This design comes from an exercise in tuning for small area on the open sky130 flow, not from production work. Only simulation tests tie the RTL to the original design; equivalence was not proved. The flow treats the clock pin as an ideal source, which a real chip does not have. Power figures rest on the tool's default switching activity, not on a simulated workload.

## build 12
==> flow/design.v <==
module clock_div (
	input clk, reset,
	output reg [8:0] n
);
always @(posedge clk)
	if (reset)
		n <= 9'h1ff;
	else
		n <= n + 9'd1;
endmodule
module i2s_decode
	#(parameter RESOLUTION = 24)
(
	input clk,
	input [8:0] n,
	input data_in,
	input [RESOLUTION-1:0] word_L, word_R,
	output reg [RESOLUTION-1:0] data_out_L, data_out_R,
	output top
);
reg [RESOLUTION-1:0] sr;
wire [4:0] q = n[7:3];
wire shift = (n[2:0] == 3'd7) && (q >= 5'd1) && (q <= 5'd24);
wire take = (n[7:0] == 8'd7);
always @(posedge clk) begin
	if (take)
		sr <= n[8] ? word_L : word_R;
	else if (shift)
		sr <= {sr[RESOLUTION-2:0], data_in};
	if (take & ~n[8])
		data_out_L <= sr;
	if (take & n[8])
		data_out_R <= sr;
end
assign top = sr[RESOLUTION-1];
endmodule
module i2s_encode
(
	input clk,
	input [8:0] n,
	input top,
	output reg data_out
);
wire [4:0] q = n[7:3];
always @(posedge clk)
	if ((n[2:0] == 3'd3) && (q >= 5'd1) && (q <= 5'd24))
		data_out <= top;
endmodule
module clipping
	#(parameter RESOLUTION = 24, SHIFT = 6)
(
	input enable,
	input [RESOLUTION-1:0] data_in,
	output [RESOLUTION-1:0] data_out
);
assign data_out = enable ? (data_in << SHIFT) : data_in;
endmodule
module echo
	#(parameter W = 44, DEPTH = 128)
(
	input clk, reset, step, enable,
	input [7:0] n,
	input [W-1:0] push,
	output [W-1:0] delayed,
	output acc
);
reg [W*DEPTH-1:0] ring;
reg [6:0] ptr;
reg pending;
wire window = n[7] ^ (n[6:3] != 4'd0);	 
assign acc = pending & window & (n[6:0] == ptr);
assign delayed = ring[W*DEPTH-1 -: W];
always @(posedge clk) begin
	ring <= {ring[W*(DEPTH-1)-1:0], acc ? push : delayed};
	if (reset) begin
		pending <= 1'b0;
		ptr <= 7'd0;
	end else begin
		if (step)
			pending <= enable;
		else if (acc)
			pending <= 1'b0;
		ptr <= ptr + {6'd0, acc};
	end
end
endmodule
module effects
	#(parameter RESOLUTION = 24, BW = 22)
(
	input clk, ce_step, ce_flag, ce_load, own, acc, sw0,
	input [RESOLUTION-1:0] data_in,
	input [BW-1:0] delayed,
	output [BW-1:0] push,
	output reg [RESOLUTION-1:0] data_out
);
reg [BW-1:0] c;
reg flag;
wire [RESOLUTION-1:0] clip;
wire [RESOLUTION-1:0] base = ce_load ? clip : data_out;
clipping #(.RESOLUTION(RESOLUTION), .SHIFT(6)) clp (.enable(ce_step ? sw0 : flag), .data_in(data_in), .data_out(clip));
always @(posedge clk) begin
	if (ce_step)
		c <= clip[BW-1:0];
	if (ce_flag)
		flag <= sw0;
	data_out <= base + ((acc & own) ? {delayed, 2'b00} : {RESOLUTION{1'b0}});
end
assign push = own ? data_out[BW-1:0] : c;
endmodule
module audio_top
	#(parameter RESOLUTION = 24, ECHO_DEPTH = 128)
(
	input MCLK,
	input reset,
	input GPIO3,
	input [9:0] SW,
	output GPIO1, GPIO2, GPIO4,
	output [9:0] LEDR
	);
localparam BW = 22;	 
wire [8:0] n;
wire [RESOLUTION-1:0] data_L_in, data_R_in, effects_L_out, effects_R_out;
wire [BW-1:0] push_L, push_R, delayed_L, delayed_R;
wire acc, top;
clock_div clk0 (.clk(MCLK), .reset(reset), .n(n));
assign GPIO2 = ~n[2];	 
assign GPIO1 = ~n[8];	 
wire step = n[7:0] == 8'hff;
wire s0 = step & n[8];
wire s32 = step & ~n[8];
wire p1 = n == 9'd7;
wire p33 = n == 9'd263;
i2s_decode #(.RESOLUTION(RESOLUTION)) dec (.clk(MCLK), .n(n), .data_in(GPIO3),
	.word_L(effects_L_out), .word_R(effects_R_out),
	.data_out_L(data_L_in), .data_out_R(data_R_in), .top(top));
effects #(.RESOLUTION(RESOLUTION), .BW(BW)) eL1 (.clk(MCLK), .ce_step(s32), .ce_flag(s0), .ce_load(p33), .own(n[8]),
	.acc(acc), .sw0(SW[0]), .data_in(data_R_in), .delayed(delayed_L), .push(push_L), .data_out(effects_L_out));
effects #(.RESOLUTION(RESOLUTION), .BW(BW)) eR1 (.clk(MCLK), .ce_step(s0), .ce_flag(s32), .ce_load(p1), .own(~n[8]),
	.acc(acc), .sw0(SW[0]), .data_in(data_L_in), .delayed(delayed_R), .push(push_R), .data_out(effects_R_out));
echo #(.W(2*BW), .DEPTH(ECHO_DEPTH)) dl (.clk(MCLK), .reset(reset), .step(step), .enable(SW[1]), .n(n[7:0]),
	.push({push_L, push_R}), .delayed({delayed_L, delayed_R}), .acc(acc));
i2s_encode enc (.clk(MCLK), .n(n), .top(top), .data_out(GPIO4));
assign LEDR[9:1] = data_L_in[RESOLUTION-2:RESOLUTION-10];
assign LEDR[0] = data_L_in[0];
endmodule
clock: 40.0 ns
lec_check: 0
cap_margin: 20
core_margin: 2
core_utilization: 40
slew_margin: 20
standard.sh (not shown) runs the stock make flow with config.mk's settings and CLKGATE_MAP_FILE= SYNTH_SCRIPT=/design/flow/synth_recipe.tcl, a recipe that flattens the netlist after the stock synthesis.
==> flow/flow/run.sh <==
#!/bin/bash
# The standard layout, with the clock tree built without dummy loads
# (TritonCTS's skew-balancing load cells) and with larger sink clusters.
set -euo pipefail
export CTS_ARGS="-sink_clustering_enable -repair_clock_nets -dont_use_dummy_load -sink_clustering_size 35 -sink_clustering_max_diameter 80"
bash standard.sh > standard.log 2>&1
Build 12 ran to completion and came out clean on the timing, DRC and antenna checks.
Inputs modified between build 12 and build 74:
Settings: PLACE_DENSITY: unset -> 0.7; CORE_UTILIZATION: 40 -> 60.
-- flow/flow/run.sh --
<<< build 12, line 5
export CTS_ARGS="-sink_clustering_enable -repair_clock_nets -dont_use_dummy_load -sink_clustering_size 35 -sink_clustering_max_diameter 80"
>>> build 74, line 5
export CTS_ARGS="-sink_clustering_enable -repair_clock_nets -dont_use_dummy_load -sink_clustering_size 30 -sink_clustering_max_diameter 80"
--- outcome ---
Of the two values seen for worst-path cell with the longest stage delay, sky130_fd_sc_hd__mux2i_2 was produced by build 74 and sky130_fd_sc_hd__a221oi_1 by build 12. The setup slack of build 74 is smaller than that of build 12. In the tables for build 12 and build 74, final clock period utilization by the worst path reads lower with build 12. Compared with build 12, in build 74 met1 capacity usage during global routing now larger; global routing usage on met2 now larger; count of clock-buffer cells in the layout now larger. Compare build 12 and build 74 | non-clock buffer total of the final layout higher: build 12. Count of non-filler cells in the finished layout: build 74 vs build 12 down about 13%. Looking at the reports, build 74 completed the entire flow and the layout it produced met the timing, DRC and antenna checks. Per the final summary, build 12 finished and its layout is clean on timing, DRC and antenna. Delta (build 74 minus build 12): power attributed to the clock group rose by about 3%, count of placed standard cells including taps fell by 1415, total clock buffers created by CTS rose by 18, share of total power in the clock network rose by 0.7 points.
diff inputs: build 74 => build 27
Settings: putting CTS_CLUSTER_SIZE at 30 where nothing was set; swapping 60 for 40 in CORE_UTILIZATION; putting CTS_CLUSTER_DIAMETER at 80 where nothing was set; clearing PLACE_DENSITY, which used to be 0.7.
==> flow/run.sh (new file) <==
#!/bin/bash
# synth_recipe.tcl (not shown) runs the flow's synth.tcl, then flattens the netlist and writes it again
# the make line also repeats each setting of config.mk as NAME=value (left out here)
make -C /OpenROAD-flow-scripts/flow DESIGN_CONFIG=/design/flow/config.mk WORK_HOME=/design/flow/orfs CLKGATE_MAP_FILE= SYNTH_SCRIPT=/design/flow/synth_recipe.tcl finish
removed: flow/flow/run.sh
removed: flow/standard.sh
==> results.txt <==
- In build 27, height of the die is higher than in build 74.
- Between build 74 and build 27, the difference in final net count is negligible.
- sky130_fd_sc_hd__mux2i_2 as the cell with the biggest individual delay on the critical path was reported by build 74, and sky130_fd_sc_hd__a221oi_1 by build 27.
- Against build 74, build 27 reports a cell count that is higher.
- Per the comparison of build 27 with build 74, wire length after detailed routing shows a reduction of about 2.6%; global-route usage fell 5.0 points.
- [build 27] share of the cycle needed by the critical path after routing fell 0.93 points relative to build 74
- Cmp build 74 and build 27 / clock network latency to the later pin of the worst-skew pair / higher: build 27
- The lower via density per instance of build 74 and build 27 is in build 27.
- According to the power report, total power for build 27 is higher than for build 74.
- Relative to build 74, area growth from synthesis to layout has gone up in build 27.
diff inputs: build 27 => build 30
Settings: an added PLACE_DENSITY of 0.8; a deleted CTS_CLUSTER_DIAMETER that had been 80; a deleted CTS_CLUSTER_SIZE that had been 30.
==> flow/flow/run.sh (new file) <==
#!/bin/bash
# The standard layout, except for the clock tree: TritonCTS builds it without
# dummy loads and with the sink clusters below, then flow/leafsize.tcl gives
# each leaf clock buffer the smallest size that keeps the slew at its
# flip-flop clock pins at or below LEAF_SLEW_TARGET.
set -euo pipefail
export CTS_ARGS="-sink_clustering_enable -repair_clock_nets -dont_use_dummy_load -buf_list sky130_fd_sc_hd__clkbuf_4 -sink_clustering_size 12 -sink_clustering_max_diameter 40"
export POST_CTS_TCL="$(pwd)/flow/leafsize.tcl"
export LEAF_SLEW_TARGET=0.115
export BUFFER_PORTS_ARGS="-buffer_cell sky130_fd_sc_hd__buf_1"
bash standard.sh > standard.log 2>&1
==> flow/flow/leafsize.tcl (new file) <==
# Resize each leaf clock buffer (one that drives flip-flop clock pins) to the
# smallest clkbuf that keeps the slew at its flip-flop clock pins at or below
# LEAF_SLEW_TARGET (ns), then legalise the placement again.
proc leaf_worst_slew {pins} {
  set w 0.0
  foreach p $pins {
    foreach a {min max} { foreach e {rise fall} {
      set s [get_property $p slew_${a}_$e]
      if {$s > $w} { set w $s }
    }}
  }
  return $w
}
set target $::env(LEAF_SLEW_TARGET)
set sizes {sky130_fd_sc_hd__clkbuf_2 sky130_fd_sc_hd__clkbuf_4 sky130_fd_sc_hd__clkbuf_8 sky130_fd_sc_hd__clkbuf_16}
estimate_parasitics -placement
set nleaf 0
set changed 0
foreach inst [[ord::get_db_block] getInsts] {
  set m [[$inst getMaster] getName]
  if {![string match sky130_fd_sc_hd__clkbuf_* $m]} continue
  set onet [[$inst findITerm X] getNet]
  if {$onet eq "NULL"} continue
  set pins {}
  set leaf 1
  foreach it [$onet getITerms] {
    if {![$it isInputSignal] && ![$it isClocked]} { if {[$it getInst] eq $inst} continue }
    if {[$it getInst] eq $inst} continue
    set mt [$it getMTerm]
    if {[$mt getName] ne "CLK"} { set leaf 0; break }
    lappend pins [get_pins [[$it getInst] getName]/CLK]
  }
  if {!$leaf || [llength $pins] == 0} continue
  incr nleaf
  set name [$inst getName]
  set chosen $m
  foreach sz $sizes {
    replace_cell [get_cells $name] $sz
    if {[leaf_worst_slew $pins] <= $target} { set chosen $sz; break }
    set chosen $sz
  }
  if {$chosen ne $m} { incr changed }
}
puts "leafsize: $nleaf leaf buffers, $changed resized"
detailed_placement
check_placement -verbose
==> flow/standard.sh (new file) <==
#!/bin/bash
# synth_recipe.tcl (not shown) runs the flow's synth.tcl, then flattens the netlist and writes it again
# the make line also repeats each setting of config.mk as NAME=value (left out here)
make -C /OpenROAD-flow-scripts/flow DESIGN_CONFIG=/design/flow/config.mk WORK_HOME=/design/flow/orfs CLKGATE_MAP_FILE= SYNTH_SCRIPT=/design/flow/synth_recipe.tcl "${@:-finish}"
removed: flow/run.sh
Per the comparison of build 30 with build 27, pin count of the biggest net entering global routing down about 6%, total power after layout lower, post-layout utilization of the core went down 0.64 points, routed wire length increased by 12% relative to the old numbers, power density over the cells saw a decrease. Of build 27 and build 30, the lower minimum clock period belongs to build 30. NOTE: leakage power figure in build 30 falls short of that of build 27. Between build 27 and build 30, the power attributed to the clock group is higher for build 27. Summary of build 30 over build 27: setup slack has increased; top achievable clock speed up about 4.4%. Build 30 ran to completion and came out clean on the timing, DRC and antenna checks.
[inputs] build 16 vs build 30
Settings: a deleted PLACE_DENSITY that had been 0.8.
==> flow/flow/run.sh <==
#!/bin/bash
# Own layout flow: the standard flow with three changes.
# 1. Synthesis: the standard flow's synthesis script unchanged, except that the final ABC
#    technology mapping uses flow/abc_area.script (area-oriented amap) and the
#    adders are not pre-mapped to half/full-adder cells (ADDER_MAP_FILE empty),
#    so ABC maps them too. Registers are untouched by either.
# 2. Port buffers are buf_1.
# 3. Clock tree: TritonCTS without dummy loads, clkbuf_4 leaf clusters, then
#    flow/leafsize.tcl gives each leaf clock buffer the smallest size that
#    keeps the slew at its flip-flop clock pins at or below LEAF_SLEW_TARGET.
set -euo pipefail
here=$(pwd)
{
  echo 'proc abc {args} {'
  echo '  set i [lsearch -exact $args -script]'
  echo "  if {\$i >= 0} { lset args [expr {\$i + 1}] $here/flow/abc_area.script }"
  echo '  yosys abc {*}$args'
  echo '}'
  cat synth_recipe.tcl
} > synth_area.tcl
make -C "$FLOW_HOME" DESIGN_CONFIG="$here/config.mk" WORK_HOME="$here/orfs" CLKGATE_MAP_FILE= ADDER_MAP_FILE= SYNTH_SCRIPT="$here/synth_area.tcl" synth > synth.log 2>&1
export BUFFER_PORTS_ARGS="-buffer_cell sky130_fd_sc_hd__buf_1"
export CTS_ARGS="-sink_clustering_enable -repair_clock_nets -dont_use_dummy_load -buf_list sky130_fd_sc_hd__clkbuf_4 -sink_clustering_size 12 -sink_clustering_max_diameter 40"
export POST_CTS_TCL="$here/flow/leafsize.tcl"
export LEAF_SLEW_TARGET=0.12
bash standard.sh > standard.log 2>&1
==> flow/flow/abc_area.script (new file) <==
strash
dc2
dch -f
amap
topo
==> results.txt <==
Compared with build 30, in build 16 switching power went down; final area decreased by 0.97% relative to the old numbers. Build 30 → build 16: overall die area moved down, routed wire length went down by 7.5%. Comparing build 30 against build 16, there is no change at all in number of failing setup endpoints in the final timing report. Fraction of power consumed by the clock network, build 16 and build 30: lower on build 16. Compared with build 30, build 16 shows post-place setup slack lower by 1.18 ns. The final layout from build 16, which completed every stage, passed the timing, DRC and antenna checks at the end of the flow. In the flow results for build 16 and build 30, the actual slew at the worst max-slew pin is smaller on build 16. In the flow results for build 16 and build 30, the cell count is larger on build 30. The run showing the smaller global-route usage over all layers is build 16.

## separate check: timing with driven ports
Ports are ideal in the flow. The routed layouts listed here were re-timed in OpenROAD. Step 1, drivers: a clkbuf_16 drives MCLK and a buf_2 each remaining input, both assumed. Step 2 adds t to the input delays and takes it off the output delays; t is the mean of the earliest and latest rising clock arrival at the registers after step 1. Input paths then give back, and output paths get back, about the clock's delay inside the block. a / b / c = ideal / step 1 / step 2; a / b = the first two.
run | t, ns | slack for setup (ns) | hold WS [ns] | latest minus earliest clock arrival (ns) | pins driven straight from the clock port
build 12 | 0.926 | 28.486 / 28.507 / 27.581 | 0.203 / 0.203 / 0.203 | 0.151 / 0.151 | 1
build 74 | 0.893 | 28.180 / 28.241 / 27.348 | 0.244 / 0.244 / 0.244 | 0.109 / 0.108 | 1
build 27 | 0.952 | 28.553 / 28.576 / 27.624 | 0.275 / 0.275 / 0.275 | 0.110 / 0.110 | 1
build 30 | 1.298 | 29.041 / 29.090 / 27.792 | 0.208 / 0.208 / 0.208 | 0.214 / 0.213 | 1
build 16 | 1.418 | 27.867 / 27.841 / 26.423 | 0.229 / 0.229 / 0.229 | 0.207 / 0.207 | 1
After both steps setup and hold are still met in every run listed. For build 16, which loses most, drivers alone change the setup slack by -0.026 ns; drivers and shift together by -1.444 ns.
